Background: an optimization exercise with open tools, aiming at small area and a short achievable clock period. Do not read the settings as production practice. In this exercise RTL edits were held to simulation tests only and were not proved equivalent to the original.

[flow/flow/run.sh]
#!/bin/bash
# Standard ORFS layout (the standard.sh, standard synthesis unchanged), with
# extra settings for timing repair, clock tree and port buffers.
set -euo pipefail
bash standard.sh SETUP_SLACK_MARGIN=8.3 "CTS_ARGS=-sink_clustering_enable -repair_clock_nets -sink_clustering_size 30 -sink_clustering_max_diameter 80 -dont_use_dummy_load -distance_between_buffers 300" "BUFFER_PORTS_ARGS=-buffer_cell sky130_fd_sc_hd__buf_1" finish > standard.log 2>&1
[flow/standard.sh]
#!/bin/bash
# synth_recipe.tcl (not shown) runs the flow's synth.tcl, then flattens the netlist and writes it again
# the make line also repeats each setting of config.mk as NAME=value (left out here)
make -C /OpenROAD-flow-scripts/flow DESIGN_CONFIG=/design/flow/config.mk WORK_HOME=/design/flow/orfs CLKGATE_MAP_FILE= SYNTH_SCRIPT=/design/flow/synth_recipe.tcl "${@:-finish}"
[flow/config.mk]
export PLATFORM = sky130hd
export DESIGN_NAME = top_diannao_node_vMAX
export DESIGN_NICKNAME = top_diannao_node_vMAX
export VERILOG_FILES = /design/flow/design.v
export SDC_FILE = /design/flow/constraint.sdc
export NUM_CORES = 8
export LEC_CHECK = 0
export ABC_AREA = 1
export CAP_MARGIN = 0
export CORE_MARGIN = 2
export CORE_UTILIZATION = 40
export SETUP_SLACK_MARGIN = 5
export SLEW_MARGIN = 0
export SYNTH_HIERARCHICAL = 1
[flow/constraint.sdc]
create_clock -name core_clock -period 12.0 [get_ports {clk}]
set_input_delay 2.4000 -clock core_clock [delete_from_list [all_inputs] [get_ports {clk}]]
set_output_delay 2.4000 -clock core_clock [all_outputs]
set_load 0.01 [all_outputs]
[flow/design.v]
module nfu_fa (input a, input b, input c, output s, output co);
    wire x = a ^ b;
    assign s = x ^ c;
    assign co = (a & b) | (c & x);
endmodule
module nfu_ha (input a, input b, output s, output co);
    assign s = a ^ b;
    assign co = a & b;
endmodule
module top_diannao_node_vMAX (
        clk,
        i_inputs,
        i_synapses,
        i_op,
        i_nbout,
        i_load,
        o_to_edram
    );
    input           clk;
    input  [255:0]  i_inputs;
    input  [255:0]  i_synapses;
    input  [0:0]    i_op;
    input  [15:0]   i_nbout;
    input           i_load;
    output [15:0]   o_to_edram;
    function gt16;
        input [15:0] a, b;
        reg [15:0] g0, l0;
        reg [7:0] g1, l1;
        reg [3:0] g2, l2;
        reg [1:0] g3, l3;
        integer i;
        begin
            g0 = a & ~b;
            l0 = ~a & b;
            for (i = 0; i < 8; i = i + 1) begin
                g1[i] = g0[2*i+1] | (~l0[2*i+1] & g0[2*i]);
                l1[i] = l0[2*i+1] | (~g0[2*i+1] & l0[2*i]);
            end
            for (i = 0; i < 4; i = i + 1) begin
                g2[i] = g1[2*i+1] | (~l1[2*i+1] & g1[2*i]);
                l2[i] = l1[2*i+1] | (~g1[2*i+1] & l1[2*i]);
            end
            for (i = 0; i < 2; i = i + 1) begin
                g3[i] = g2[2*i+1] | (~l2[2*i+1] & g2[2*i]);
                l3[i] = l2[2*i+1] | (~g2[2*i+1] & l2[2*i]);
            end
            gt16 = g3[1] | (~l3[1] & g3[0]);
        end
    endfunction
    function [15:0] max4;
        input [15:0] a, b, c, d;
        reg ab, ac, ad, bc, bd, cd;
        begin
            ab = gt16(a, b);
            ac = gt16(a, c);
            ad = gt16(a, d);
            bc = gt16(b, c);
            bd = gt16(b, d);
            cd = gt16(c, d);
            max4 = ({16{ab & ac & ad}} & a) | ({16{~ab & bc & bd}} & b) |
                   ({16{~ac & ~bc & cd}} & c) | ({16{~ad & ~bd & ~cd}} & d);
        end
    endfunction
    function [15:0] max4t;
        input [15:0] a, b, c, d;
        reg [15:0] m0, m1;
        begin
            m0 = gt16(a, b) ? a : b;
            m1 = gt16(c, d) ? c : d;
            max4t = gt16(m0, m1) ? m0 : m1;
        end
    endfunction
    function [31:0] csa4;
        input [15:0] a, b, c, d;
        reg [15:0] x1, s1, c1, x2;
        begin
            x1 = a ^ b;
            s1 = x1 ^ c;
            c1 = {(a[14:0] & b[14:0]) | (c[14:0] & x1[14:0]), 1'b0};
            x2 = s1 ^ c1;
            csa4 = {(s1[14:0] & c1[14:0]) | (d[14:0] & x2[14:0]), 1'b0, x2 ^ d};
        end
    endfunction
    reg  [239:0] mag_a;
    reg  [239:0] mag_b;
    reg  [15:0]  sgn1;
    reg  [239:0] cs0, cs1;
    reg  [15:0]  csc;
    reg  [15:0]  sgn2;
    reg  [63:0]  gsum0, gmax;
    reg  [59:0]  gsum1;       
    reg  [15:0]  rsum0, rmax;
    reg  [15:1]  rsum1;
    reg  [15:0]  out_reg;     
    reg  [15:0]  out_copy;    
    assign o_to_edram = out_copy;
    wire [239:0] h0_all, h1_all;
    wire [15:0]  ci_all;
    wire [255:0] prod;
    genvar j, k;
    generate
        for (j = 0; j < 16; j = j + 1) begin : lane
            always @(posedge clk) begin
                mag_a[15*j +: 15] <= i_inputs[16*j +: 15];
                mag_b[15*j +: 15] <= i_synapses[16*j +: 15];
                sgn1[j]           <= i_inputs[16*j+15] ^ i_synapses[16*j+15];
            end
            wire [17:0] bq = {2'b00, mag_b[15*j +: 15], 1'b0};
            wire [7:0]  one0, two0, neg0;
            genvar i;
            for (i = 0; i < 8; i = i + 1) begin : dig
                assign one0[i] = bq[2*i+1] ^ bq[2*i];
                assign two0[i] = (bq[2*i+2] & ~bq[2*i+1] & ~bq[2*i]) | (~bq[2*i+2] & bq[2*i+1] & bq[2*i]);
                assign neg0[i] = bq[2*i+2];
            end
            wire [8:0]  ext = -{neg0[4], 1'b0, neg0[3], 1'b0, neg0[2], 1'b0, neg0[1], 1'b0, neg0[0]};
            wire [14:0] h0, h1;
            wire        ci;
            wire pp1;
            wire pp2;
            wire pp3;
            wire pp4;
            wire pp5;
            wire pp6;
            wire pp7;
            wire pp8;
            wire pp9;
            wire pp10;
            wire pp11;
            wire pp12;
            wire pp13;
            wire pp14;
            wire pp15;
            wire pp16;
            wire pp17;
            wire pp18;
            wire pp19;
            wire pp20;
            wire pp21;
            wire pp22;
            wire pp23;
            wire pp24;
            wire pp25;
            wire pp26;
            wire pp27;
            wire pp28;
            wire pp29;
            wire pp30;
            wire pp31;
            wire pp32;
            wire pp33;
            wire pp34;
            wire pp35;
            wire pp36;
            wire pp37;
            wire pp38;
            wire pp39;
            wire pp40;
            wire pp41;
            wire pp42;
            wire pp43;
            wire pp44;
            wire pp45;
            wire pp46;
            wire pp47;
            wire pp48;
            wire pp49;
            wire pp50;
            wire pp51;
            wire pp52;
            wire pp53;
            wire pp54;
            wire pp55;
            wire pp56;
            wire pp57;
            wire pp58;
            wire pp59;
            wire pp60;
            wire pp61;
            wire pp62;
            wire pp63;
            wire pp64;
            wire pp65;
            wire pp66;
            wire pp67;
            wire pp68;
            wire pp69;
            wire pp70;
            wire pp71;
            wire pp72;
            wire pp73;
            wire pp74;
            wire pp75;
            wire pp76;
            wire pp77;
            wire pp78;
            wire pp79;
            wire pp80;
            wire pp81;
            wire pp82;
            wire pp83;
            wire pp84;
            wire pp85;
            wire pp86;
            wire pp87;
            wire pp88;
            wire pp89;
            wire pp90;
            wire pp91;
            wire pp92;
            wire pp93;
            wire pp94;
            wire pp95;
            wire pp96;
            wire pp97;
            wire pp98;
            wire pp99;
            wire pp100;
            wire pp101;
            wire pp102;
            wire pp103;
            wire pp104;
            wire pp105;
            wire pp106;
            wire pp107;
            wire pp108;
            wire pp109;
            wire pp110;
            wire pp111;
            wire pp112;
            wire pp113;
            wire pp114;
            wire pp115;
            wire pp116;
            wire pp117;
            wire pp118;
            wire pp119;
            wire s120;
            wire c121;
            wire s122;
            wire c123;
            wire s124;
            wire c125;
            wire s126;
            wire c127;
            wire s128;
            wire c129;
            wire s130;
            wire c131;
            wire s132;
            wire c133;
            wire s134;
            wire c135;
            wire s136;
            wire c137;
            wire s138;
            wire c139;
            wire s140;
            wire c141;
            wire s142;
            wire c143;
            wire s144;
            wire c145;
            wire s146;
            wire c147;
            wire s148;
            wire c149;
            wire s150;
            wire c151;
            wire s152;
            wire c153;
            wire s154;
            wire c155;
            wire s156;
            wire c157;
            wire s158;
            wire c159;
            wire s160;
            wire c161;
            wire s162;
            wire c163;
            wire s164;
            wire c165;
            wire s166;
            wire c167;
            wire s168;
            wire c169;
            wire s170;
            wire c171;
            wire s172;
            wire c173;
            wire s174;
            wire c175;
            wire s176;
            wire c177;
            wire s178;
            wire c179;
            wire s180;
            wire c181;
            wire s182;
            wire c183;
            wire s184;
            wire c185;
            wire s186;
            wire c187;
            wire s188;
            wire c189;
            wire s190;
            wire c191;
            wire s192;
            wire c193;
            wire s194;
            wire c195;
            wire s196;
            wire c197;
            wire s198;
            wire c199;
            wire s200;
            wire c201;
            wire s202;
            wire c203;
            wire s204;
            wire c205;
            wire s206;
            wire c207;
            wire s208;
            wire c209;
            wire s210;
            wire c211;
            wire s212;
            wire c213;
            wire s214;
            wire c215;
            wire s216;
            wire c217;
            wire s218;
            wire c219;
            wire s220;
            wire c221;
            wire s222;
            wire c223;
            wire s224;
            wire c225;
            wire s226;
            wire c227;
            wire s228;
            wire c229;
            wire s230;
            wire c231;
            wire s232;
            wire c233;
            wire s234;
            wire c235;
            wire s236;
            wire c237;
            wire s238;
            wire c239;
            wire s240;
            wire c241;
            wire s242;
            wire c243;
            wire s244;
            wire c245;
            wire s246;
            wire c247;
            wire s248;
            wire c249;
            wire s250;
            wire c251;
            wire s252;
            wire c253;
            wire s254;
            wire c255;
            wire s256;
            wire c257;
            wire s258;
            wire c259;
            wire s260;
            wire c261;
            wire s262;
            wire c263;
            wire s264;
            wire c265;
            wire s266;
            wire c267;
            wire s268;
            wire c269;
            wire s270;
            wire c271;
            wire s272;
            wire c273;
            wire s274;
            wire c275;
            wire s276;
            wire c277;
            wire s278;
            wire c279;
            wire s280;
            wire c281;
            wire s282;
            wire c283;
            wire s284;
            wire c285;
            wire s286;
            wire c287;
            wire s288;
            wire c289;
            wire s290;
            wire c291;
            wire s292;
            wire c293;
            wire s294;
            wire c295;
            wire s296;
            wire c297;
            wire s298;
            wire c299;
            wire s300;
            wire c301;
            wire s302;
            wire c303;
            wire s304;
            wire c305;
            wire s306;
            wire c307;
            wire s308;
            wire c309;
            wire s310;
            wire c311;
            wire s312;
            wire c313;
            wire s314;
            wire c315;
            wire s316;
            wire c317;
            wire s318;
            wire c319;
            wire s320;
            wire c321;
            wire s322;
            wire c323;
            wire s324;
            wire c325;
            wire s326;
            wire c327;
            wire s328;
            wire c329;
            wire s330;
            wire c331;
            wire s332;
            wire c333;
            wire s334;
            wire c335;
            wire s336;
            wire c337;
            assign pp1 = ((one0[0] & mag_a[15*j+0])) ^ neg0[0];
            assign pp2 = ((one0[0] & mag_a[15*j+1]) | (two0[0] & mag_a[15*j+0])) ^ neg0[0];
            assign pp3 = ((one0[0] & mag_a[15*j+2]) | (two0[0] & mag_a[15*j+1])) ^ neg0[0];
            assign pp4 = ((one0[0] & mag_a[15*j+3]) | (two0[0] & mag_a[15*j+2])) ^ neg0[0];
            assign pp5 = ((one0[0] & mag_a[15*j+4]) | (two0[0] & mag_a[15*j+3])) ^ neg0[0];
            assign pp6 = ((one0[0] & mag_a[15*j+5]) | (two0[0] & mag_a[15*j+4])) ^ neg0[0];
            assign pp7 = ((one0[0] & mag_a[15*j+6]) | (two0[0] & mag_a[15*j+5])) ^ neg0[0];
            assign pp8 = ((one0[0] & mag_a[15*j+7]) | (two0[0] & mag_a[15*j+6])) ^ neg0[0];
            assign pp9 = ((one0[0] & mag_a[15*j+8]) | (two0[0] & mag_a[15*j+7])) ^ neg0[0];
            assign pp10 = ((one0[0] & mag_a[15*j+9]) | (two0[0] & mag_a[15*j+8])) ^ neg0[0];
            assign pp11 = ((one0[0] & mag_a[15*j+10]) | (two0[0] & mag_a[15*j+9])) ^ neg0[0];
            assign pp12 = ((one0[0] & mag_a[15*j+11]) | (two0[0] & mag_a[15*j+10])) ^ neg0[0];
            assign pp13 = ((one0[0] & mag_a[15*j+12]) | (two0[0] & mag_a[15*j+11])) ^ neg0[0];
            assign pp14 = ((one0[0] & mag_a[15*j+13]) | (two0[0] & mag_a[15*j+12])) ^ neg0[0];
            assign pp15 = ((one0[0] & mag_a[15*j+14]) | (two0[0] & mag_a[15*j+13])) ^ neg0[0];
            assign pp16 = ((two0[0] & mag_a[15*j+14])) ^ neg0[0];
            assign pp17 = ((one0[1] & mag_a[15*j+0])) ^ neg0[1];
            assign pp18 = ((one0[1] & mag_a[15*j+1]) | (two0[1] & mag_a[15*j+0])) ^ neg0[1];
            assign pp19 = ((one0[1] & mag_a[15*j+2]) | (two0[1] & mag_a[15*j+1])) ^ neg0[1];
            assign pp20 = ((one0[1] & mag_a[15*j+3]) | (two0[1] & mag_a[15*j+2])) ^ neg0[1];
            assign pp21 = ((one0[1] & mag_a[15*j+4]) | (two0[1] & mag_a[15*j+3])) ^ neg0[1];
            assign pp22 = ((one0[1] & mag_a[15*j+5]) | (two0[1] & mag_a[15*j+4])) ^ neg0[1];
            assign pp23 = ((one0[1] & mag_a[15*j+6]) | (two0[1] & mag_a[15*j+5])) ^ neg0[1];
            assign pp24 = ((one0[1] & mag_a[15*j+7]) | (two0[1] & mag_a[15*j+6])) ^ neg0[1];
            assign pp25 = ((one0[1] & mag_a[15*j+8]) | (two0[1] & mag_a[15*j+7])) ^ neg0[1];
            assign pp26 = ((one0[1] & mag_a[15*j+9]) | (two0[1] & mag_a[15*j+8])) ^ neg0[1];
            assign pp27 = ((one0[1] & mag_a[15*j+10]) | (two0[1] & mag_a[15*j+9])) ^ neg0[1];
            assign pp28 = ((one0[1] & mag_a[15*j+11]) | (two0[1] & mag_a[15*j+10])) ^ neg0[1];
            assign pp29 = ((one0[1] & mag_a[15*j+12]) | (two0[1] & mag_a[15*j+11])) ^ neg0[1];
            assign pp30 = ((one0[1] & mag_a[15*j+13]) | (two0[1] & mag_a[15*j+12])) ^ neg0[1];
            assign pp31 = ((one0[1] & mag_a[15*j+14]) | (two0[1] & mag_a[15*j+13])) ^ neg0[1];
            assign pp32 = ((two0[1] & mag_a[15*j+14])) ^ neg0[1];
            assign pp33 = ((one0[2] & mag_a[15*j+0])) ^ neg0[2];
            assign pp34 = ((one0[2] & mag_a[15*j+1]) | (two0[2] & mag_a[15*j+0])) ^ neg0[2];
            assign pp35 = ((one0[2] & mag_a[15*j+2]) | (two0[2] & mag_a[15*j+1])) ^ neg0[2];
            assign pp36 = ((one0[2] & mag_a[15*j+3]) | (two0[2] & mag_a[15*j+2])) ^ neg0[2];
            assign pp37 = ((one0[2] & mag_a[15*j+4]) | (two0[2] & mag_a[15*j+3])) ^ neg0[2];
            assign pp38 = ((one0[2] & mag_a[15*j+5]) | (two0[2] & mag_a[15*j+4])) ^ neg0[2];
            assign pp39 = ((one0[2] & mag_a[15*j+6]) | (two0[2] & mag_a[15*j+5])) ^ neg0[2];
            assign pp40 = ((one0[2] & mag_a[15*j+7]) | (two0[2] & mag_a[15*j+6])) ^ neg0[2];
            assign pp41 = ((one0[2] & mag_a[15*j+8]) | (two0[2] & mag_a[15*j+7])) ^ neg0[2];
            assign pp42 = ((one0[2] & mag_a[15*j+9]) | (two0[2] & mag_a[15*j+8])) ^ neg0[2];
            assign pp43 = ((one0[2] & mag_a[15*j+10]) | (two0[2] & mag_a[15*j+9])) ^ neg0[2];
            assign pp44 = ((one0[2] & mag_a[15*j+11]) | (two0[2] & mag_a[15*j+10])) ^ neg0[2];
            assign pp45 = ((one0[2] & mag_a[15*j+12]) | (two0[2] & mag_a[15*j+11])) ^ neg0[2];
            assign pp46 = ((one0[2] & mag_a[15*j+13]) | (two0[2] & mag_a[15*j+12])) ^ neg0[2];
            assign pp47 = ((one0[2] & mag_a[15*j+14]) | (two0[2] & mag_a[15*j+13])) ^ neg0[2];
            assign pp48 = ((two0[2] & mag_a[15*j+14])) ^ neg0[2];
            assign pp49 = ((one0[3] & mag_a[15*j+0])) ^ neg0[3];
            assign pp50 = ((one0[3] & mag_a[15*j+1]) | (two0[3] & mag_a[15*j+0])) ^ neg0[3];
            assign pp51 = ((one0[3] & mag_a[15*j+2]) | (two0[3] & mag_a[15*j+1])) ^ neg0[3];
            assign pp52 = ((one0[3] & mag_a[15*j+3]) | (two0[3] & mag_a[15*j+2])) ^ neg0[3];
            assign pp53 = ((one0[3] & mag_a[15*j+4]) | (two0[3] & mag_a[15*j+3])) ^ neg0[3];
            assign pp54 = ((one0[3] & mag_a[15*j+5]) | (two0[3] & mag_a[15*j+4])) ^ neg0[3];
            assign pp55 = ((one0[3] & mag_a[15*j+6]) | (two0[3] & mag_a[15*j+5])) ^ neg0[3];
            assign pp56 = ((one0[3] & mag_a[15*j+7]) | (two0[3] & mag_a[15*j+6])) ^ neg0[3];
            assign pp57 = ((one0[3] & mag_a[15*j+8]) | (two0[3] & mag_a[15*j+7])) ^ neg0[3];
            assign pp58 = ((one0[3] & mag_a[15*j+9]) | (two0[3] & mag_a[15*j+8])) ^ neg0[3];
            assign pp59 = ((one0[3] & mag_a[15*j+10]) | (two0[3] & mag_a[15*j+9])) ^ neg0[3];
            assign pp60 = ((one0[3] & mag_a[15*j+11]) | (two0[3] & mag_a[15*j+10])) ^ neg0[3];
            assign pp61 = ((one0[3] & mag_a[15*j+12]) | (two0[3] & mag_a[15*j+11])) ^ neg0[3];
            assign pp62 = ((one0[3] & mag_a[15*j+13]) | (two0[3] & mag_a[15*j+12])) ^ neg0[3];
            assign pp63 = ((one0[3] & mag_a[15*j+14]) | (two0[3] & mag_a[15*j+13])) ^ neg0[3];
            assign pp64 = ((two0[3] & mag_a[15*j+14])) ^ neg0[3];
            assign pp65 = ((one0[4] & mag_a[15*j+0])) ^ neg0[4];
            assign pp66 = ((one0[4] & mag_a[15*j+1]) | (two0[4] & mag_a[15*j+0])) ^ neg0[4];
            assign pp67 = ((one0[4] & mag_a[15*j+2]) | (two0[4] & mag_a[15*j+1])) ^ neg0[4];
            assign pp68 = ((one0[4] & mag_a[15*j+3]) | (two0[4] & mag_a[15*j+2])) ^ neg0[4];
            assign pp69 = ((one0[4] & mag_a[15*j+4]) | (two0[4] & mag_a[15*j+3])) ^ neg0[4];
            assign pp70 = ((one0[4] & mag_a[15*j+5]) | (two0[4] & mag_a[15*j+4])) ^ neg0[4];
            assign pp71 = ((one0[4] & mag_a[15*j+6]) | (two0[4] & mag_a[15*j+5])) ^ neg0[4];
            assign pp72 = ((one0[4] & mag_a[15*j+7]) | (two0[4] & mag_a[15*j+6])) ^ neg0[4];
            assign pp73 = ((one0[4] & mag_a[15*j+8]) | (two0[4] & mag_a[15*j+7])) ^ neg0[4];
            assign pp74 = ((one0[4] & mag_a[15*j+9]) | (two0[4] & mag_a[15*j+8])) ^ neg0[4];
            assign pp75 = ((one0[4] & mag_a[15*j+10]) | (two0[4] & mag_a[15*j+9])) ^ neg0[4];
            assign pp76 = ((one0[4] & mag_a[15*j+11]) | (two0[4] & mag_a[15*j+10])) ^ neg0[4];
            assign pp77 = ((one0[4] & mag_a[15*j+12]) | (two0[4] & mag_a[15*j+11])) ^ neg0[4];
            assign pp78 = ((one0[4] & mag_a[15*j+13]) | (two0[4] & mag_a[15*j+12])) ^ neg0[4];
            assign pp79 = ((one0[4] & mag_a[15*j+14]) | (two0[4] & mag_a[15*j+13])) ^ neg0[4];
            assign pp80 = ((two0[4] & mag_a[15*j+14])) ^ neg0[4];
            assign pp81 = ((one0[5] & mag_a[15*j+0])) ^ neg0[5];
            assign pp82 = ((one0[5] & mag_a[15*j+1]) | (two0[5] & mag_a[15*j+0])) ^ neg0[5];
            assign pp83 = ((one0[5] & mag_a[15*j+2]) | (two0[5] & mag_a[15*j+1])) ^ neg0[5];
            assign pp84 = ((one0[5] & mag_a[15*j+3]) | (two0[5] & mag_a[15*j+2])) ^ neg0[5];
            assign pp85 = ((one0[5] & mag_a[15*j+4]) | (two0[5] & mag_a[15*j+3])) ^ neg0[5];
            assign pp86 = ((one0[5] & mag_a[15*j+5]) | (two0[5] & mag_a[15*j+4])) ^ neg0[5];
            assign pp87 = ((one0[5] & mag_a[15*j+6]) | (two0[5] & mag_a[15*j+5])) ^ neg0[5];
            assign pp88 = ((one0[5] & mag_a[15*j+7]) | (two0[5] & mag_a[15*j+6])) ^ neg0[5];
            assign pp89 = ((one0[5] & mag_a[15*j+8]) | (two0[5] & mag_a[15*j+7])) ^ neg0[5];
            assign pp90 = ((one0[5] & mag_a[15*j+9]) | (two0[5] & mag_a[15*j+8])) ^ neg0[5];
            assign pp91 = ((one0[5] & mag_a[15*j+10]) | (two0[5] & mag_a[15*j+9])) ^ neg0[5];
            assign pp92 = ((one0[5] & mag_a[15*j+11]) | (two0[5] & mag_a[15*j+10])) ^ neg0[5];
            assign pp93 = ((one0[5] & mag_a[15*j+12]) | (two0[5] & mag_a[15*j+11])) ^ neg0[5];
            assign pp94 = ((one0[5] & mag_a[15*j+13]) | (two0[5] & mag_a[15*j+12])) ^ neg0[5];
            assign pp95 = ((one0[5] & mag_a[15*j+14]) | (two0[5] & mag_a[15*j+13])) ^ neg0[5];
            assign pp96 = ((one0[6] & mag_a[15*j+0])) ^ neg0[6];
            assign pp97 = ((one0[6] & mag_a[15*j+1]) | (two0[6] & mag_a[15*j+0])) ^ neg0[6];
            assign pp98 = ((one0[6] & mag_a[15*j+2]) | (two0[6] & mag_a[15*j+1])) ^ neg0[6];
            assign pp99 = ((one0[6] & mag_a[15*j+3]) | (two0[6] & mag_a[15*j+2])) ^ neg0[6];
            assign pp100 = ((one0[6] & mag_a[15*j+4]) | (two0[6] & mag_a[15*j+3])) ^ neg0[6];
            assign pp101 = ((one0[6] & mag_a[15*j+5]) | (two0[6] & mag_a[15*j+4])) ^ neg0[6];
            assign pp102 = ((one0[6] & mag_a[15*j+6]) | (two0[6] & mag_a[15*j+5])) ^ neg0[6];
            assign pp103 = ((one0[6] & mag_a[15*j+7]) | (two0[6] & mag_a[15*j+6])) ^ neg0[6];
            assign pp104 = ((one0[6] & mag_a[15*j+8]) | (two0[6] & mag_a[15*j+7])) ^ neg0[6];
            assign pp105 = ((one0[6] & mag_a[15*j+9]) | (two0[6] & mag_a[15*j+8])) ^ neg0[6];
            assign pp106 = ((one0[6] & mag_a[15*j+10]) | (two0[6] & mag_a[15*j+9])) ^ neg0[6];
            assign pp107 = ((one0[6] & mag_a[15*j+11]) | (two0[6] & mag_a[15*j+10])) ^ neg0[6];
            assign pp108 = ((one0[6] & mag_a[15*j+12]) | (two0[6] & mag_a[15*j+11])) ^ neg0[6];
            assign pp109 = ((one0[7] & mag_a[15*j+0])) ^ 1'b0;
            assign pp110 = ((one0[7] & mag_a[15*j+1]) | (two0[7] & mag_a[15*j+0])) ^ 1'b0;
            assign pp111 = ((one0[7] & mag_a[15*j+2]) | (two0[7] & mag_a[15*j+1])) ^ 1'b0;
            assign pp112 = ((one0[7] & mag_a[15*j+3]) | (two0[7] & mag_a[15*j+2])) ^ 1'b0;
            assign pp113 = ((one0[7] & mag_a[15*j+4]) | (two0[7] & mag_a[15*j+3])) ^ 1'b0;
            assign pp114 = ((one0[7] & mag_a[15*j+5]) | (two0[7] & mag_a[15*j+4])) ^ 1'b0;
            assign pp115 = ((one0[7] & mag_a[15*j+6]) | (two0[7] & mag_a[15*j+5])) ^ 1'b0;
            assign pp116 = ((one0[7] & mag_a[15*j+7]) | (two0[7] & mag_a[15*j+6])) ^ 1'b0;
            assign pp117 = ((one0[7] & mag_a[15*j+8]) | (two0[7] & mag_a[15*j+7])) ^ 1'b0;
            assign pp118 = ((one0[7] & mag_a[15*j+9]) | (two0[7] & mag_a[15*j+8])) ^ 1'b0;
            assign pp119 = ((one0[7] & mag_a[15*j+10]) | (two0[7] & mag_a[15*j+9])) ^ 1'b0;
            nfu_ha HA121 (.a(sgn1[j]), .b(neg0[4]), .s(s120), .co(c121));
            nfu_ha HA123 (.a(sgn1[j]), .b(pp10), .s(s122), .co(c123));
            nfu_fa FA125 (.a(neg0[5]), .b(pp11), .c(pp25), .s(s124), .co(c125));
            nfu_ha HA127 (.a(pp12), .b(pp26), .s(s126), .co(c127));
            nfu_fa FA129 (.a(neg0[6]), .b(pp13), .c(pp27), .s(s128), .co(c129));
            nfu_ha HA131 (.a(pp41), .b(pp55), .s(s130), .co(c131));
            nfu_fa FA133 (.a(pp14), .b(pp28), .c(pp42), .s(s132), .co(c133));
            nfu_ha HA135 (.a(pp56), .b(pp70), .s(s134), .co(c135));
            nfu_fa FA137 (.a(pp15), .b(pp29), .c(pp43), .s(s136), .co(c137));
            nfu_fa FA139 (.a(pp57), .b(pp71), .c(pp85), .s(s138), .co(c139));
            nfu_fa FA141 (.a(pp16), .b(pp30), .c(pp44), .s(s140), .co(c141));
            nfu_fa FA143 (.a(pp58), .b(pp72), .c(pp86), .s(s142), .co(c143));
            nfu_fa FA145 (.a(ext[0]), .b(pp31), .c(pp45), .s(s144), .co(c145));
            nfu_fa FA147 (.a(pp59), .b(pp73), .c(pp87), .s(s146), .co(c147));
            nfu_fa FA149 (.a(ext[1]), .b(pp32), .c(pp46), .s(s148), .co(c149));
            nfu_fa FA151 (.a(pp60), .b(pp74), .c(pp88), .s(s150), .co(c151));
            nfu_fa FA153 (.a(ext[2]), .b(pp47), .c(pp61), .s(s152), .co(c153));
            nfu_ha HA155 (.a(pp75), .b(pp89), .s(s154), .co(c155));
            nfu_fa FA157 (.a(ext[3]), .b(pp48), .c(pp62), .s(s156), .co(c157));
            nfu_ha HA159 (.a(pp76), .b(pp90), .s(s158), .co(c159));
            nfu_fa FA161 (.a(ext[4]), .b(pp63), .c(pp77), .s(s160), .co(c161));
            nfu_ha HA163 (.a(ext[5]), .b(pp64), .s(s162), .co(c163));
            nfu_ha HA165 (.a(sgn1[j]), .b(neg0[2]), .s(s164), .co(c165));
            nfu_ha HA167 (.a(sgn1[j]), .b(pp6), .s(s166), .co(c167));
            nfu_fa FA169 (.a(sgn1[j]), .b(neg0[3]), .c(pp7), .s(s168), .co(c169));
            nfu_ha HA171 (.a(pp21), .b(pp35), .s(s170), .co(c171));
            nfu_fa FA173 (.a(sgn1[j]), .b(pp8), .c(pp22), .s(s172), .co(c173));
            nfu_ha HA175 (.a(pp36), .b(pp50), .s(s174), .co(c175));
            nfu_fa FA177 (.a(pp9), .b(pp23), .c(pp37), .s(s176), .co(c177));
            nfu_fa FA179 (.a(pp51), .b(pp65), .c(s120), .s(s178), .co(c179));
            nfu_fa FA181 (.a(pp24), .b(pp38), .c(pp52), .s(s180), .co(c181));
            nfu_fa FA183 (.a(pp66), .b(c121), .c(s122), .s(s182), .co(c183));
            nfu_fa FA185 (.a(pp39), .b(pp53), .c(pp67), .s(s184), .co(c185));
            nfu_fa FA187 (.a(pp81), .b(c123), .c(s124), .s(s186), .co(c187));
            nfu_fa FA189 (.a(pp40), .b(pp54), .c(pp68), .s(s188), .co(c189));
            nfu_fa FA191 (.a(pp82), .b(s126), .c(c125), .s(s190), .co(c191));
            nfu_fa FA193 (.a(pp69), .b(pp83), .c(pp96), .s(s192), .co(c193));
            nfu_fa FA195 (.a(c127), .b(s130), .c(s128), .s(s194), .co(c195));
            nfu_fa FA197 (.a(pp84), .b(pp97), .c(c131), .s(s196), .co(c197));
            nfu_fa FA199 (.a(s134), .b(c129), .c(s132), .s(s198), .co(c199));
            nfu_fa FA201 (.a(pp98), .b(pp109), .c(c135), .s(s200), .co(c201));
            nfu_fa FA203 (.a(c133), .b(s136), .c(s138), .s(s202), .co(c203));
            nfu_fa FA205 (.a(pp99), .b(pp110), .c(c137), .s(s204), .co(c205));
            nfu_fa FA207 (.a(c139), .b(s140), .c(s142), .s(s206), .co(c207));
            nfu_fa FA209 (.a(pp100), .b(pp111), .c(c141), .s(s208), .co(c209));
            nfu_fa FA211 (.a(c143), .b(s144), .c(s146), .s(s210), .co(c211));
            nfu_fa FA213 (.a(pp101), .b(pp112), .c(c145), .s(s212), .co(c213));
            nfu_fa FA215 (.a(c147), .b(s148), .c(s150), .s(s214), .co(c215));
            nfu_fa FA217 (.a(pp102), .b(pp113), .c(s154), .s(s216), .co(c217));
            nfu_fa FA219 (.a(c149), .b(c151), .c(s152), .s(s218), .co(c219));
            nfu_fa FA221 (.a(pp103), .b(pp114), .c(c155), .s(s220), .co(c221));
            nfu_fa FA223 (.a(s158), .b(c153), .c(s156), .s(s222), .co(c223));
            nfu_fa FA225 (.a(pp91), .b(pp104), .c(pp115), .s(s224), .co(c225));
            nfu_fa FA227 (.a(c159), .b(c157), .c(s160), .s(s226), .co(c227));
            nfu_fa FA229 (.a(pp78), .b(pp92), .c(pp105), .s(s228), .co(c229));
            nfu_fa FA231 (.a(pp116), .b(s162), .c(c161), .s(s230), .co(c231));
            nfu_fa FA233 (.a(ext[6]), .b(pp79), .c(pp93), .s(s232), .co(c233));
            nfu_fa FA235 (.a(pp106), .b(pp117), .c(c163), .s(s234), .co(c235));
            nfu_fa FA237 (.a(ext[7]), .b(pp80), .c(pp94), .s(s236), .co(c237));
            nfu_ha HA239 (.a(pp107), .b(pp118), .s(s238), .co(c239));
            nfu_fa FA241 (.a(ext[8]), .b(pp95), .c(pp108), .s(s240), .co(c241));
            nfu_ha HA243 (.a(sgn1[j]), .b(neg0[1]), .s(s242), .co(c243));
            nfu_ha HA245 (.a(sgn1[j]), .b(pp4), .s(s244), .co(c245));
            nfu_fa FA247 (.a(pp5), .b(pp19), .c(pp33), .s(s246), .co(c247));
            nfu_fa FA249 (.a(pp20), .b(pp34), .c(c165), .s(s248), .co(c249));
            nfu_fa FA251 (.a(pp49), .b(c167), .c(s170), .s(s250), .co(c251));
            nfu_fa FA253 (.a(c171), .b(s174), .c(c169), .s(s252), .co(c253));
            nfu_fa FA255 (.a(c175), .b(c173), .c(s176), .s(s254), .co(c255));
            nfu_fa FA257 (.a(c177), .b(c179), .c(s180), .s(s256), .co(c257));
            nfu_fa FA259 (.a(c181), .b(s184), .c(c183), .s(s258), .co(c259));
            nfu_fa FA261 (.a(c185), .b(s188), .c(s190), .s(s260), .co(c261));
            nfu_fa FA263 (.a(c189), .b(s192), .c(c191), .s(s262), .co(c263));
            nfu_fa FA265 (.a(c193), .b(s196), .c(c195), .s(s264), .co(c265));
            nfu_fa FA267 (.a(c197), .b(s200), .c(c199), .s(s266), .co(c267));
            nfu_fa FA269 (.a(c201), .b(s204), .c(c203), .s(s268), .co(c269));
            nfu_fa FA271 (.a(c205), .b(s208), .c(c207), .s(s270), .co(c271));
            nfu_fa FA273 (.a(c209), .b(s212), .c(c211), .s(s272), .co(c273));
            nfu_fa FA275 (.a(c213), .b(s216), .c(c215), .s(s274), .co(c275));
            nfu_fa FA277 (.a(c217), .b(s220), .c(c219), .s(s276), .co(c277));
            nfu_fa FA279 (.a(s224), .b(c221), .c(c223), .s(s278), .co(c279));
            nfu_fa FA281 (.a(c225), .b(s228), .c(s230), .s(s280), .co(c281));
            nfu_fa FA283 (.a(c229), .b(s232), .c(s234), .s(s282), .co(c283));
            nfu_fa FA285 (.a(s238), .b(c233), .c(s236), .s(s284), .co(c285));
            nfu_fa FA287 (.a(pp119), .b(c239), .c(c237), .s(s286), .co(c287));
            nfu_ha HA289 (.a(sgn1[j]), .b(neg0[0]), .s(s288), .co(c289));
            nfu_ha HA291 (.a(sgn1[j]), .b(pp2), .s(s290), .co(c291));
            nfu_fa FA293 (.a(pp3), .b(pp17), .c(s242), .s(s292), .co(c293));
            nfu_fa FA295 (.a(pp18), .b(c243), .c(s244), .s(s294), .co(c295));
            nfu_fa FA297 (.a(s164), .b(c245), .c(s246), .s(s296), .co(c297));
            nfu_fa FA299 (.a(s166), .b(c247), .c(s248), .s(s298), .co(c299));
            nfu_fa FA301 (.a(c249), .b(s168), .c(s250), .s(s300), .co(c301));
            nfu_fa FA303 (.a(s172), .b(c251), .c(s252), .s(s302), .co(c303));
            nfu_fa FA305 (.a(s178), .b(c253), .c(s254), .s(s304), .co(c305));
            nfu_fa FA307 (.a(s182), .b(c255), .c(s256), .s(s306), .co(c307));
            nfu_fa FA309 (.a(c257), .b(s186), .c(s258), .s(s308), .co(c309));
            nfu_fa FA311 (.a(c187), .b(c259), .c(s260), .s(s310), .co(c311));
            nfu_fa FA313 (.a(s194), .b(s262), .c(c261), .s(s312), .co(c313));
            nfu_fa FA315 (.a(s198), .b(c263), .c(s264), .s(s314), .co(c315));
            nfu_fa FA317 (.a(s202), .b(c265), .c(s266), .s(s316), .co(c317));
            nfu_fa FA319 (.a(s206), .b(c267), .c(s268), .s(s318), .co(c319));
            nfu_fa FA321 (.a(s210), .b(c269), .c(s270), .s(s320), .co(c321));
            nfu_fa FA323 (.a(s214), .b(c271), .c(s272), .s(s322), .co(c323));
            nfu_fa FA325 (.a(s218), .b(c273), .c(s274), .s(s324), .co(c325));
            nfu_fa FA327 (.a(s222), .b(c275), .c(s276), .s(s326), .co(c327));
            nfu_fa FA329 (.a(s226), .b(c277), .c(s278), .s(s328), .co(c329));
            nfu_fa FA331 (.a(c227), .b(c279), .c(s280), .s(s330), .co(c331));
            nfu_fa FA333 (.a(c231), .b(s282), .c(c281), .s(s332), .co(c333));
            nfu_fa FA335 (.a(c235), .b(s284), .c(c283), .s(s334), .co(c335));
            nfu_fa FA337 (.a(s240), .b(s286), .c(c285), .s(s336), .co(c337));
            wire [9:0] la = {s306, s304, s302, s300, s298, s296, s294, s292, s290, s288};
            wire [9:0] lb = {c305, c303, c301, c299, c297, c295, c293, c291, c289, pp1};
            wire [9:0] lg = la & lb;
            wire [9:0] lp = la | lb;
            wire g10 = lg[1] | (lp[1] & lg[0]);
            wire g32 = lg[3] | (lp[3] & lg[2]), p32 = lp[3] & lp[2];
            wire g54 = lg[5] | (lp[5] & lg[4]), p54 = lp[5] & lp[4];
            wire g76 = lg[7] | (lp[7] & lg[6]), p76 = lp[7] & lp[6];
            wire g98 = lg[9] | (lp[9] & lg[8]), p98 = lp[9] & lp[8];
            wire g30 = g32 | (p32 & g10);
            wire g74 = g76 | (p76 & g54), p74 = p76 & p54;
            wire g70 = g74 | (p74 & g30);
            assign ci = g98 | (p98 & g70);
            assign h0 = {s336, s334, s332, s330, s328, s326, s324, s322, s320, s318, s316, s314, s312, s310, s308};
            assign h1 = {c335, c333, c331, c329, c327, c325, c323, c321, c319, c317, c315, c313, c311, c309, c307};
            assign h0_all[15*j +: 15] = h0;
            assign h1_all[15*j +: 15] = h1;
            assign ci_all[j] = ci;
            wire [15:0] psum = {cs0[15*j +: 15], 1'b1} + {cs1[15*j +: 15], csc[j]};
            assign prod[16*j +: 16] = {sgn2[j], psum[15:1]};
        end
    endgenerate
    wire [63:0] gsum0_d, gsum1_d, gmax_d;
    generate
        for (k = 0; k < 4; k = k + 1) begin : grp
            wire [15:0] p0 = prod[64*k +: 16];
            wire [15:0] p1 = prod[64*k+16 +: 16];
            wire [15:0] p2 = prod[64*k+32 +: 16];
            wire [15:0] p3 = prod[64*k+48 +: 16];
            assign {gsum1_d[16*k +: 16], gsum0_d[16*k +: 16]} = csa4(p0, p1, p2, p3);
            assign gmax_d[16*k +: 16] = max4(p0, p1, p2, p3);
        end
    endgenerate
    wire [15:0] gs0 = gsum0[15:0]  + {gsum1[14:0],  1'b0};
    wire [15:0] gs1 = gsum0[31:16] + {gsum1[29:15], 1'b0};
    wire [15:0] gs2 = gsum0[47:32] + {gsum1[44:30], 1'b0};
    wire [15:0] gs3 = gsum0[63:48] + {gsum1[59:45], 1'b0};
    wire [31:0] ss = csa4(gs0, gs1, gs2, gs3);
    wire [15:0] sm = max4(gs0, gs1, gs2, gs3);
    wire [31:0] ms = csa4(gmax[15:0], gmax[31:16], gmax[47:32], gmax[63:48]);
    wire [15:0] mm = max4t(gmax[15:0], gmax[31:16], gmax[47:32], gmax[63:48]);
    wire [15:0] rs1 = {rsum1, 1'b0};
    wire [15:0] fx  = rsum0 ^ rs1;
    wire [15:0] fs  = fx ^ out_reg;
    wire [15:0] fc  = {(rsum0[14:0] & rs1[14:0]) | (out_reg[14:0] & fx[14:0]), 1'b0};
    wire [15:0] fin_sum = fs + fc;
    wire        take = gt16(rmax, out_reg);
    wire [15:0] fin_max = take ? rmax : out_reg;
    wire [15:0] fin     = i_op[0] ? fin_max : fin_sum;
    wire [15:0] fin_max_c = ({16{take}} & rmax) | ({16{~take}} & out_reg);
    wire [15:0] fin_c     = i_op[0] ? fin_max_c : fin_sum;
    always @(posedge clk) begin
        cs0     <= h0_all;
        cs1     <= h1_all;
        csc     <= ci_all;
        sgn2    <= sgn1;
        gsum0   <= gsum0_d;
        gsum1   <= {gsum1_d[63:49], gsum1_d[47:33], gsum1_d[31:17], gsum1_d[15:1]};
        gmax    <= gmax_d;
        rsum0   <= i_op[0] ? ms[15:0]  : ss[15:0];
        rsum1   <= i_op[0] ? ms[31:17] : ss[31:17];
        rmax    <= i_op[0] ? mm : sm;
        out_reg <= i_load ? fin : i_nbout;
        out_copy <= i_load ? fin_c : i_nbout;
    end
endmodule
==> results of run 1 <==
==> layout make-up <==
type	count	share of cell area, %
well taps	4387	3.76
inverters	1746	4.55
repair inverters	2	0.00858
clock buffers	108	1.85
diodes	2	0.00343
multi-input cells	12400	68.9
flip-flops and latches	1275	17.7
repair buffers	823	3.24
==> synth_stat cells, types with 4 or more instances <==
cell type | instances | area share [%]
o21ai_2 | 4 | 0.026
clkinv_1 | 67 | 0.19
and2_1 | 6 | 0.028
xnor2_1 | 89 | 0.58
inv_2 | 10 | 0.028
a21oi_1 | 548 | 2.1
o21ai_0 | 378 | 1.4
xor2_1 | 1783 | 12
buf_4 | 13 | 0.073
xor2_2 | 9 | 0.11
fa_1 | 1647 | 25
nand3b_1 | 63 | 0.35
o221ai_1 | 6 | 0.039
nor2_2 | 9 | 0.042
o22ai_1 | 1734 | 8.1
edfxtp_1 | 16 | 0.36
a31oi_1 | 17 | 0.080
or2_2 | 11 | 0.051
ha_1 | 810 | 7.6
nor3_1 | 67 | 0.25
nor2_1 | 1007 | 2.8
mux2i_1 | 7 | 0.052
a21o_1 | 23 | 0.13
buf_6 | 7 | 0.059
o21bai_1 | 67 | 0.38
buf_2 | 35 | 0.13
o21a_1 | 30 | 0.17
a22oi_1 | 18 | 0.10
inv_1 | 1669 | 4.7
o31ai_1 | 8 | 0.045
a21oi_2 | 7 | 0.046
nand2_1 | 2932 | 8.2
clkbuf_1 | 601 | 1.7
dfxtp_1 | 1259 | 19
o311ai_0 | 11 | 0.072
nand4_1 | 180 | 0.84
nand3_1 | 775 | 2.9
buf_1 | 76 | 0.21
o211ai_1 | 29 | 0.16
nand2_2 | 32 | 0.15
a21boi_0 | 30 | 0.17
o31a_1 | 10 | 0.065
nor2_4 | 9 | 0.076
o21ai_1 | 18 | 0.067
==> metrics by stage <==
stage / area [um2] / setup WS (ns) / cells
after floorplan: 134000 / 8.35 / 16200
after global placement: 139000 / 7.22 / 20500
after detailed placement: 139000 / 7.18 / 20500
after CTS: 143000 / 8.19 / 20600
after global routing: 146000 / 8.25 / 20700
final: 146000 / 8.33 / 20700
==> modules after synthesis, one instance, submodules excluded <==
module,flip-flops and latches,times used,cells
nfu_fa,0,1472,1
nfu_ha,0,272,1
top_diannao_node_vMAX,1275,1,14400
==> worst max-delay path by stage <==
| stage | end | slack, ns |
|---|---|---|
| after CTS | csc[12] | 8.19 |
| after global placement | out_reg[1] | 7.22 |
| final | o_to_edram[1] | 8.33 |
| after detailed placement | out_reg[3] | 7.18 |
| after global routing | gmax[47] | 8.25 |
| after floorplan | cs0[81] | 8.35 |
==> layer usage <==
layer	up-vias	wire length, um
li1	53500	-
met1	54400	176000
met2	3799	182000
met3	512	24800
met4	16	13300
met5	-	105
==> cell families (layout without fill, tap and decap cells) <==
kind of cell / after synthesis / in the layout
XOR/XNOR: 1881 / 1881
adder cells (fa/ha/maj): 2458 / 2458
AND/OR/NAND/NOR: 5102 / 5106
buffers and inverters: 2481 / 2679
flip-flops: 1275 / 1275
AO/OA/AOI/OAI: 2952 / 2954
other: 0 / 2
multiplexers: 7 / 7
==> placed cells by master (no fill, tap or decap), types with 66 or more instances in the layout <==
cell type  instances
a21oi_1          480
buf_1            529
buf_4            213
clkbuf_16        108
clkinv_1          66
dfxtp_1         1201
fa_1            1642
ha_1             798
inv_1           1593
nand2_1         2832
nand2_2          104
nand3_1          770
nand4_1          180
nor2_1           987
nor3_1            66
o21ai_0          348
o21bai_1          67
o22ai_1         1734
xnor2_1           73
xor2_1          1738
==> what timing repair did <==
action	CTS	global route
setup endpoints to repair	579	440
buffers inserted	27	115
cloned	4	4
pin swaps	11	57
gates resized for setup	292	396
==> out/results.ini, run 1 <==
[grt]
grtUsageMet3_pct=2.91
grtUsageMet2_pct=36.7
antenna_found_initial=16
grt_pass1_vias=109000
grt_pass1_wl_mm=622
grt_overflow=0
grt_usage_pct=22.8
grtUsageMet1_pct=31.8
grt_max_degree=63
top_usage_layer=met2

[sta]
setup-tns-final_ns=0
max_freq_ghz=0.273
max_slew_margin_pct=38.9
setup_viol=0
fin_crit_sh_pct=30.6
holdWs_ns=0.582
tightestPinTransition_ns=0.913
period_minus_slack_ns=3.67
hold_viol=0
skew_ns=0.116
rsz0062_at_grt=true
finalMaxSlewViolations=0

[clock_tree]
htree_levels=3
cts.sinks=1275
cts-buffers-inserted=108
cts.reportedPaths.clkPinSlew_ns=0.08
cts_tree=yes
clock_tree.buffer_depth=3
clk_latency_ns=0.84
root_buffer=clkbuf_16
ctsHoldBuffers=0

[die]
ios=547
chipHeight_um=582
fp-row-count=212
start_util_pct=40.1
die_w_um=582
die-area_um2=339000
core_um2=333000

[route]
drc=0
wl_per_cell_um=19.1
routed_wirelength_mm=396
firstDrtPassIters=8
vias=112000
drt-initial-drc-count=9320
viasPerCell=5.41
antenna_left=0

[hold_path]
holdCritPathClass=reg -> reg
hold_path_end=gmax[63]
hold_depth=2
min-delay-start=sgn2[14]

[critical_path]
crit_arrival_ns=1.27
slowest_stage=dfxtp_4
reg2reg_depth=10
critical_path_required_ns=9.60
critPathMaxFanout=1
rr_startpoint=mag_b[215]
worst-path-stages=1
critPathLaunchType=register
crit_type=reg -> out
critPathTopFamily=flip-flops
reg2reg_to=cs0[216]
r2r_setup_slack_ns=8.42
crit_chain=buf_6
startpoint=out_copy[1]
critical_path.endpoint_type=output port
path_buf_inv=1
critPathMaxStageDelay_ns=0.37

[synth]
synth_compound_area_share_pct=13.2
synth-edff-count=16
synth_seq_cells=1275
synth.distinct_cells=64
synth_xor_area_share_pct=12.4
synthAdderAreaFrac_pct=32.2
syn_area_per_cell_um2=8.28
synthMuxAreaShare_pct=0.0524
seq_area_frac_synth_pct=19.2
synth_top_family_by_area=adder cells
ys_warn_count=7
synthArstFlopShare_pct=0
synthFlopType=dfxtp_1
netlist_instances=16200
syn-cell-area_um2=134000
synth-simple-area-share_pct=15.8
syn_nets=19100

[cells_and_area]
final_util_pct=43.8
nFillCells=33300
area.growth.synth_to_final_pct=9.09
multi_input_area_um2=100000
nets=19400
drive_gt1_share_pct=5.73
register_area_um2=25800

[placement]
hpwl_mm=308
place_congestion=0.963
io_buffers=546

[job]
maxCapViolCount=0

[run_status]
outcome=complete, no violations

==> run 2, diff against run 1 <==
==> flow/flow/run.sh (replaced) <==
#!/bin/bash
# The standard layout (standard.sh: the standard synthesis and ORFS steps,
# unchanged), with a larger setup margin for timing repair, a clock tree with
# larger sink clusters and plain buffers on the ports.  The make output goes to
# standard.log; each ORFS step logs to orfs/logs/.
set -euo pipefail
bash standard.sh SETUP_SLACK_MARGIN=8.15 CTS_CLUSTER_SIZE=30 CTS_CLUSTER_DIAMETER=80 "BUFFER_PORTS_ARGS=-buffer_cell sky130_fd_sc_hd__buf_1" finish > standard.log 2>&1
--- a/flow/config.mk
+++ b/flow/config.mk
@@ -7,8 +7,8 @@
 export LEC_CHECK = 0
 export ABC_AREA = 1
-export CAP_MARGIN = 0
+export CAP_MARGIN = 40
 export CORE_MARGIN = 2
 export CORE_UTILIZATION = 40
 export SETUP_SLACK_MARGIN = 5
-export SLEW_MARGIN = 0
+export SLEW_MARGIN = 40
 export SYNTH_HIERARCHICAL = 1
==> run 2 against run 1 <==
  * Global-route usage up 0.10 points
  * Critical path type unchanged
  * Routed wire length down 0.32%
  * Fmax down 3.2%
  * Critical path depth unchanged
==> out/results.ini, run 2 <==
[run_status]
outcome=complete, no violations  ; unchanged

[clock_tree]
clk_latency_ns=0.90  ; was 0.84 ns
root_buffer=clkbuf_16  ; unchanged
cts-buffers-inserted=109  ; was 108
htree_levels=3  ; unchanged
ctsHoldBuffers=0  ; unchanged
cts.reportedPaths.clkPinSlew_ns=0.08  ; about the same
clock_tree.buffer_depth=4  ; was 3
cts_tree=yes  ; unchanged
cts.sinks=1275  ; unchanged

[placement]
place_ws_ns=7.31  ; was 7.18 ns
hpwl_mm=309  ; was 308 mm
io_buffers=546  ; unchanged
place_congestion=0.948  ; was 0.963
post-place-cells=20500  ; about the same

[sta]
max_freq_ghz=0.264  ; was 0.273 GHz
setup_ws_ns=8.21  ; was 8.33 ns
rsz0062_at_grt=false  ; was true
hold_viol=0  ; unchanged
fin_crit_sh_pct=31.6  ; was 30.6%
skew_ns=0.0504  ; was 0.116 ns
max_slew_margin_pct=39.8  ; was 38.9%
setup-tns-final_ns=0  ; unchanged
tightestPinTransition_ns=0.899  ; was 0.913 ns
period_minus_slack_ns=3.79  ; was 3.67 ns
setup_viol=0  ; unchanged
finalMaxSlewViolations=0  ; unchanged

[critical_path]
critPathMaxFanout=1  ; unchanged
critPathLaunchType=register  ; unchanged
startpoint=out_copy[13]  ; was out_copy[1]
critPathMaxStageDelay_ns=0.37  ; about the same
critPathTopFamily=flip-flops  ; unchanged
crit_arrival_ns=1.39  ; was 1.27 ns
rr_startpoint=mag_b[150]  ; was mag_b[215]
path_buf_inv=1  ; unchanged
r2r_setup_slack_ns=8.27  ; was 8.42 ns
crit_type=reg -> out  ; unchanged
critical_path_required_ns=9.60  ; about the same
slowest_stage=dfxtp_4  ; unchanged
critical_path.endpoint_type=output port  ; unchanged
crit_chain=buf_6  ; unchanged

[synth]
ys_warn_count=7  ; unchanged
synth-edff-count=16  ; unchanged
yosys.area.top_type=fa_1  ; unchanged
synth.distinct_cells=64  ; unchanged
synth.area.top_cells=fa_1 (25%), dfxtp_1 (19%), xor2_1 (12%), nand2_1 (8.2%), o22ai_1 (8.1%)  ; unchanged
syn_nets=19100  ; unchanged
synth.most_common_cell=nand2_1  ; unchanged
synthFlopType=dfxtp_1  ; unchanged
syn-cell-area_um2=134000  ; unchanged
yosys-top-cells-count=nand2_1 (2932), xor2_1 (1783), o22ai_1 (1734)  ; unchanged
synth_seq_cells=1275  ; unchanged
yosysTopAreaCellShare_pct=24.7  ; unchanged
netlist_instances=16200  ; unchanged
seq_area_frac_synth_pct=19.2  ; unchanged
syn_area_per_cell_um2=8.28  ; unchanged
synthArstFlopShare_pct=0  ; unchanged

[route]
drt-initial-drc-count=9092  ; was 9320
routed_wirelength_mm=395  ; was 396 mm
antenna_left=0  ; unchanged
drc=0  ; unchanged
vias=112000  ; about the same
firstDrtPassIters=8  ; unchanged
viasPerCell=5.42  ; was 5.41
wl_per_cell_um=19.0  ; was 19.1 um

[grt]
grt_max_degree=61  ; was 63
antenna_found_initial=12  ; was 16
grt_overflow=0  ; unchanged
grt_pass1_wl_mm=626  ; was 622 mm
grt_usage_pct=22.9  ; was 22.8%
grt_pass1_vias=110000  ; was 109000

[cells_and_area]
nFillCells=33100  ; was 33300
register_area_um2=25900  ; was 25800 um2
final_common_cell=nand2_1  ; unchanged
final_cells=20800  ; was 20700
final_cell_mix=nand2_1 (2869), xor2_1 (1747), o22ai_1 (1734)  ; was nand2_1 (2832), xor2_1 (1738), o22ai_1 (1734)
multi_input_area_um2=100000  ; about the same
nets=19300  ; was 19400
drive_gt1_share_pct=4.79  ; was 5.73%
area.growth.synth_to_final_pct=9.11  ; was 9.09%

[die]
core_um2=333000  ; unchanged
die_w_um=582  ; unchanged
fp-row-count=212  ; unchanged
chipHeight_um=582  ; unchanged
die-area_um2=339000  ; unchanged
start_util_pct=40.1  ; unchanged
ios=547  ; unchanged

[hold_path]
holdCritPathClass=reg -> reg  ; unchanged
min-delay-start=out_reg[0]  ; was sgn2[14]

[job]
maxCapViolCount=0  ; unchanged

run 2: cell counts after synthesis:
Identical to the previous run, type by type.
run 2: layout make-up:
type	instances	share of cell area, %
Timing Repair inverter	1	0.00343
Sequential cell	1275	17.7
Multi-Input combinational cell	12400	68.5
Inverter	1746	4.51
Tap cell	4387	3.76
Clock inverter	84	0.966
Antenna cell	6	0.0103
Clock buffer	116	1.92
Timing Repair Buffer	734	2.57
run 2: per-module statistics from Yosys, one instance, submodules excluded:
module | area (um2) | times used | cells inside | flops+latches
top_diannao_node_vMAX | 101000 | 1 | 14400 | 1275
nfu_ha | 12.5 | 272 | 1 | 0
nfu_fa | 20.0 | 1472 | 1 | 0
run 2: stage by stage:
step	util, %	area, um2	hold WS (ns)
after detailed placement	41.9	140000	0.586
after global placement	41.8	139000	0.576
final	43.8	146000	0.618
after floorplan	-	134000	0.503
after CTS	43.3	144000	0.604
after global routing	43.8	146000	0.667
run 2: path summary, 6_finish.rpt:
path / depth (start not counted) / end
max: 1 / o_to_edram[13]
min: 2 / out_copy[0]
max reg2reg: 8 / cs0[155]
min reg2reg: 2 / out_copy[0]
run 2: kinds of logic after synthesis:
group           count (synthesis)  share of synthesized area [%]
flops                        1275                           19.2
buf+inv                      2481                           7.08
simple gates                 5102                           15.8
compound gates               2952                           13.2
xor+xnor                     1881                           12.4
fa+ha+maj                    2458                           32.2
mux                             7                         0.0524
run 2: metal layers:
| layer | wire (um) | part of all wire (%) | vias to the layer above | GRT usage [%] |
|---|---|---|---|---|
| li1 | - | - | 53500 | - |
| met1 | 175000 | 44 | 54600 | 31.9 |
| met2 | 180000 | 46 | 3793 | 36.9 |
| met3 | 25900 | 6.6 | 537 | 2.95 |
| met4 | 13500 | 3.4 | 6 | 7.36 |
| met5 | 29 | 0.0073 | - | 0 |
run 2: repair_timing:
item,CTS,global route
pin swaps,5,17
gates cloned,2,2
gates resized for setup,98,253
setup endpoints to repair,122,291
buffers inserted,13,50
==> run 3, diff against run 2 <==
--- a/flow/flow/run.sh
+++ b/flow/flow/run.sh
@@ -5,3 +5,3 @@
 # standard.log; each ORFS step logs to orfs/logs/.
 set -euo pipefail
-bash standard.sh SETUP_SLACK_MARGIN=8.15 CTS_CLUSTER_SIZE=30 CTS_CLUSTER_DIAMETER=80 "BUFFER_PORTS_ARGS=-buffer_cell sky130_fd_sc_hd__buf_1" finish > standard.log 2>&1
+bash standard.sh SETUP_SLACK_MARGIN=8.2 "CTS_ARGS=-sink_clustering_enable -repair_clock_nets -sink_clustering_size 30 -sink_clustering_max_diameter 80 -dont_use_dummy_load" "BUFFER_PORTS_ARGS=-buffer_cell sky130_fd_sc_hd__buf_1" finish > standard.log 2>&1
--- a/flow/config.mk
+++ b/flow/config.mk
@@ -7,8 +7,8 @@
 export LEC_CHECK = 0
 export ABC_AREA = 1
-export CAP_MARGIN = 40
+export CAP_MARGIN = 10
 export CORE_MARGIN = 2
 export CORE_UTILIZATION = 40
 export SETUP_SLACK_MARGIN = 5
-export SLEW_MARGIN = 40
+export SLEW_MARGIN = 10
 export SYNTH_HIERARCHICAL = 1
==> run 3 against run 2 <==
  * Via count hardly changed
  * Final cell count fell by 0.34%
  * Critical endpoint is now o_to_edram[11]
  * Largest cell class unchanged
==> out/results.ini, run 3 <==
[run_status]
outcome=complete, no violations  ; unchanged

[route]
vias=112000  ; about the same
wl_per_cell_um=19.1  ; was 19.0 um
viasPerCell=5.43  ; was 5.42
antenna_left=0  ; unchanged
drt-initial-drc-count=9262  ; was 9092
firstDrtPassIters=8  ; unchanged
routed_wirelength_mm=395  ; about the same
drc=0  ; unchanged

[sta]
period_minus_slack_ns=3.77  ; was 3.79 ns
skew_ns=0.0992  ; was 0.0504 ns
max_slew_margin_pct=28.4  ; was 39.8%
hold_viol=0  ; unchanged
setup_viol=0  ; unchanged
setup-tns-final_ns=0  ; unchanged
rsz0062_at_grt=true  ; was false
tightestPinTransition_ns=1.07  ; was 0.899 ns
finalMaxSlewViolations=0  ; unchanged
max_freq_ghz=0.265  ; was 0.264 GHz
fin_crit_sh_pct=31.4  ; was 31.6%

[cells_and_area]
area.growth.synth_to_final_pct=8.35  ; was 9.11%
final_common_cell=nand2_1  ; unchanged
nFillCells=33300  ; was 33100
final_cell_mix=nand2_1 (2851), xor2_1 (1747), o22ai_1 (1734)  ; was nand2_1 (2869), xor2_1 (1747), o22ai_1 (1734)
nets=19300  ; about the same
drive_gt1_share_pct=4.68  ; was 4.79%

[clock_tree]
htree_levels=3  ; unchanged
cts_tree=yes  ; unchanged
root_buffer=clkbuf_16  ; unchanged
clk_latency_ns=0.91  ; was 0.90 ns
cts.sinks=1275  ; unchanged
cts.reportedPaths.clkPinSlew_ns=0.08  ; about the same
cts-buffers-inserted=113  ; was 109
clock_tree.buffer_depth=4  ; unchanged
ctsHoldBuffers=0  ; unchanged

[synth]
synth.most_common_cell=nand2_1  ; unchanged
syn_area_per_cell_um2=8.28  ; unchanged
yosysTopAreaCellShare_pct=24.7  ; unchanged
synthFlopType=dfxtp_1  ; unchanged
seq_area_frac_synth_pct=19.2  ; unchanged
synth-edff-count=16  ; unchanged
netlist_instances=16200  ; unchanged
synth.distinct_cells=64  ; unchanged
syn-cell-area_um2=134000  ; unchanged
ys_warn_count=7  ; unchanged
synth.area.top_cells=fa_1 (25%), dfxtp_1 (19%), xor2_1 (12%), nand2_1 (8.2%), o22ai_1 (8.1%)  ; unchanged
yosys-top-cells-count=nand2_1 (2932), xor2_1 (1783), o22ai_1 (1734)  ; unchanged
synth_seq_cells=1275  ; unchanged
yosys.area.top_type=fa_1  ; unchanged
synthArstFlopShare_pct=0  ; unchanged
syn_nets=19100  ; unchanged

[die]
core_um2=333000  ; unchanged
chipHeight_um=582  ; unchanged
die-area_um2=339000  ; unchanged
start_util_pct=40.1  ; unchanged
ios=547  ; unchanged
die_w_um=582  ; unchanged
fp-row-count=212  ; unchanged

[critical_path]
path_buf_inv=1  ; unchanged
critical_path_required_ns=9.60  ; about the same
critPathLaunchType=register  ; unchanged
critPathMaxStageDelay_ns=0.36  ; was 0.37 ns
crit_arrival_ns=1.37  ; was 1.39 ns
crit_chain=buf_6  ; unchanged
critPathTopFamily=flip-flops  ; unchanged
slowest_stage=dfxtp_4  ; unchanged
crit_type=reg -> out  ; unchanged
critical_path.endpoint_type=output port  ; unchanged
critPathMaxFanout=1  ; unchanged

[placement]
io_buffers=546  ; unchanged
hpwl_mm=309  ; about the same
place_congestion=0.948  ; unchanged

[grt]
grt_pass1_vias=110000  ; about the same
grt_pass1_wl_mm=624  ; was 626 mm
grt_overflow=0  ; unchanged
grt_max_degree=61  ; unchanged
grt_usage_pct=22.9  ; about the same
antenna_found_initial=12  ; unchanged

[job]
maxCapViolCount=0  ; unchanged

[hold_path]
holdCritPathClass=reg -> reg  ; unchanged

run 3: cell types whose count changed in the layout (fill, tap and decap cells not counted), moves of 9 or more:
cell | before | now
buf_6 | 28 | 37
clkinv_16 | 13 | 0
inv_12 | 13 | 0
inv_16 | 17 | 0
nand2_1 | 2869 | 2851
nand2_2 | 81 | 94
inv_8 | 11 | 0
inv_2 | 23 | 35
inv_1 | 1649 | 1633
clkinv_8 | 10 | 0
run 3: timing repair:
| action | 4_1_cts | 5_1_grt |
|---|---|---|
| pin swaps | 10 | 21 |
| gates cloned | 2 | 2 |
| setup buffers | 19 | 61 |
| gates resized for setup | 207 | 329 |
| setup endpoints to repair | 578 | 380 |
run 3: metal layers:
layer / GRT usage [%] / up-vias / wire length, um
met4: 6.87 / 2 / 12800
met2: 37.0 / 3714 / 181000
li1: - / 53400 / -
met5: 0 / - / 10
met1: 31.6 / 54700 / 175000
met3: 3.33 / 505 / 26100
run 3: path summary, 6_finish.rpt:
kind,startpoint,to,slack [ns],depth (start not counted)
max,out_copy[11],o_to_edram[11],8.23,1
max reg2reg,mag_b[80],cs0[85],8.35,11
min reg2reg,rmax[5],out_copy[5],0.58,4
min,rmax[5],out_copy[5],0.58,4
run 3: area by class of cell:
class,count,area (um2),share of cell area [%]
multi-input combinational,12400,100000,69.1
sequential,1275,25900,17.9
inverter,1746,6600,4.55
tap,4387,5490,3.79
timing repair buffer,751,3960,2.73
clock buffer,113,2830,1.95
antenna,6,15.0,0.0104
timing repair inverter,1,5.00,0.00345
run 3: cells by family after synthesis:
family	share of synthesized area, %
xor+xnor	12.4
compound gates	13.2
mux	0.0524
buf+inv	7.08
flops	19.2
simple gates	15.8
fa+ha+maj	32.2
run 3: metrics by stage:
step | hold WS (ns) | cells | utilization [%] | cell area, um2 | worst slack [ns]
finish | 0.577 | 20700 | 43.5 | 145000 | 8.23
global route | 0.651 | 20700 | 43.5 | 145000 | 8.15
CTS | 0.577 | 20600 | 42.9 | 143000 | 8.07
detailed placement | 0.574 | 20500 | 41.8 | 139000 | 6.89
global placement | 0.576 | 20500 | 41.8 | 139000 | 6.91
floorplan | 0.503 | 16200 | - | 134000 | 8.27
run 3: modules after synthesis (local to each module, per instance):
module | copies in the design | cell area [um2] | flip-flops and latches
top_diannao_node_vMAX | 1 | 101000 | 1275
nfu_fa | 1472 | 20.0 | 0
nfu_ha | 272 | 12.5 | 0

afterwards: timing with drivers on the ports:
The flow's constraints put no driver on any port. The routed layouts listed below were extracted and timed again, unchanged, in two steps. Step 1 assumes that a clkbuf_16 drives the clock port and a buf_2 every other input. Step 2 also shifts input and output timing later by t, the mid clock arrival at the registers, as if the neighbouring blocks saw the same clock. a / b / c = no drivers / after step 1 / after step 2; a / b = the first two.
| run | t (ns) | slack for setup (ns) | latest minus earliest clock arrival (ns) | worst data-port slew with drivers (ns) |
|---|---|---|---|---|
| run 1 | 0.890 | 8.333 / 8.227 / 7.701 | 0.136 / 0.136 | 0.11 |
| run 2 | 0.986 | 8.210 / 8.102 / 7.460 | 0.056 / 0.056 | 0.16 |
| run 3 | 0.971 | 8.228 / 8.121 / 7.499 | 0.116 / 0.116 | 0.14 |
After both steps setup and hold are still met in every run listed. The setup slack of run 2, which loses most, moves by -0.108 ns with the drivers and by -0.750 ns with both steps.
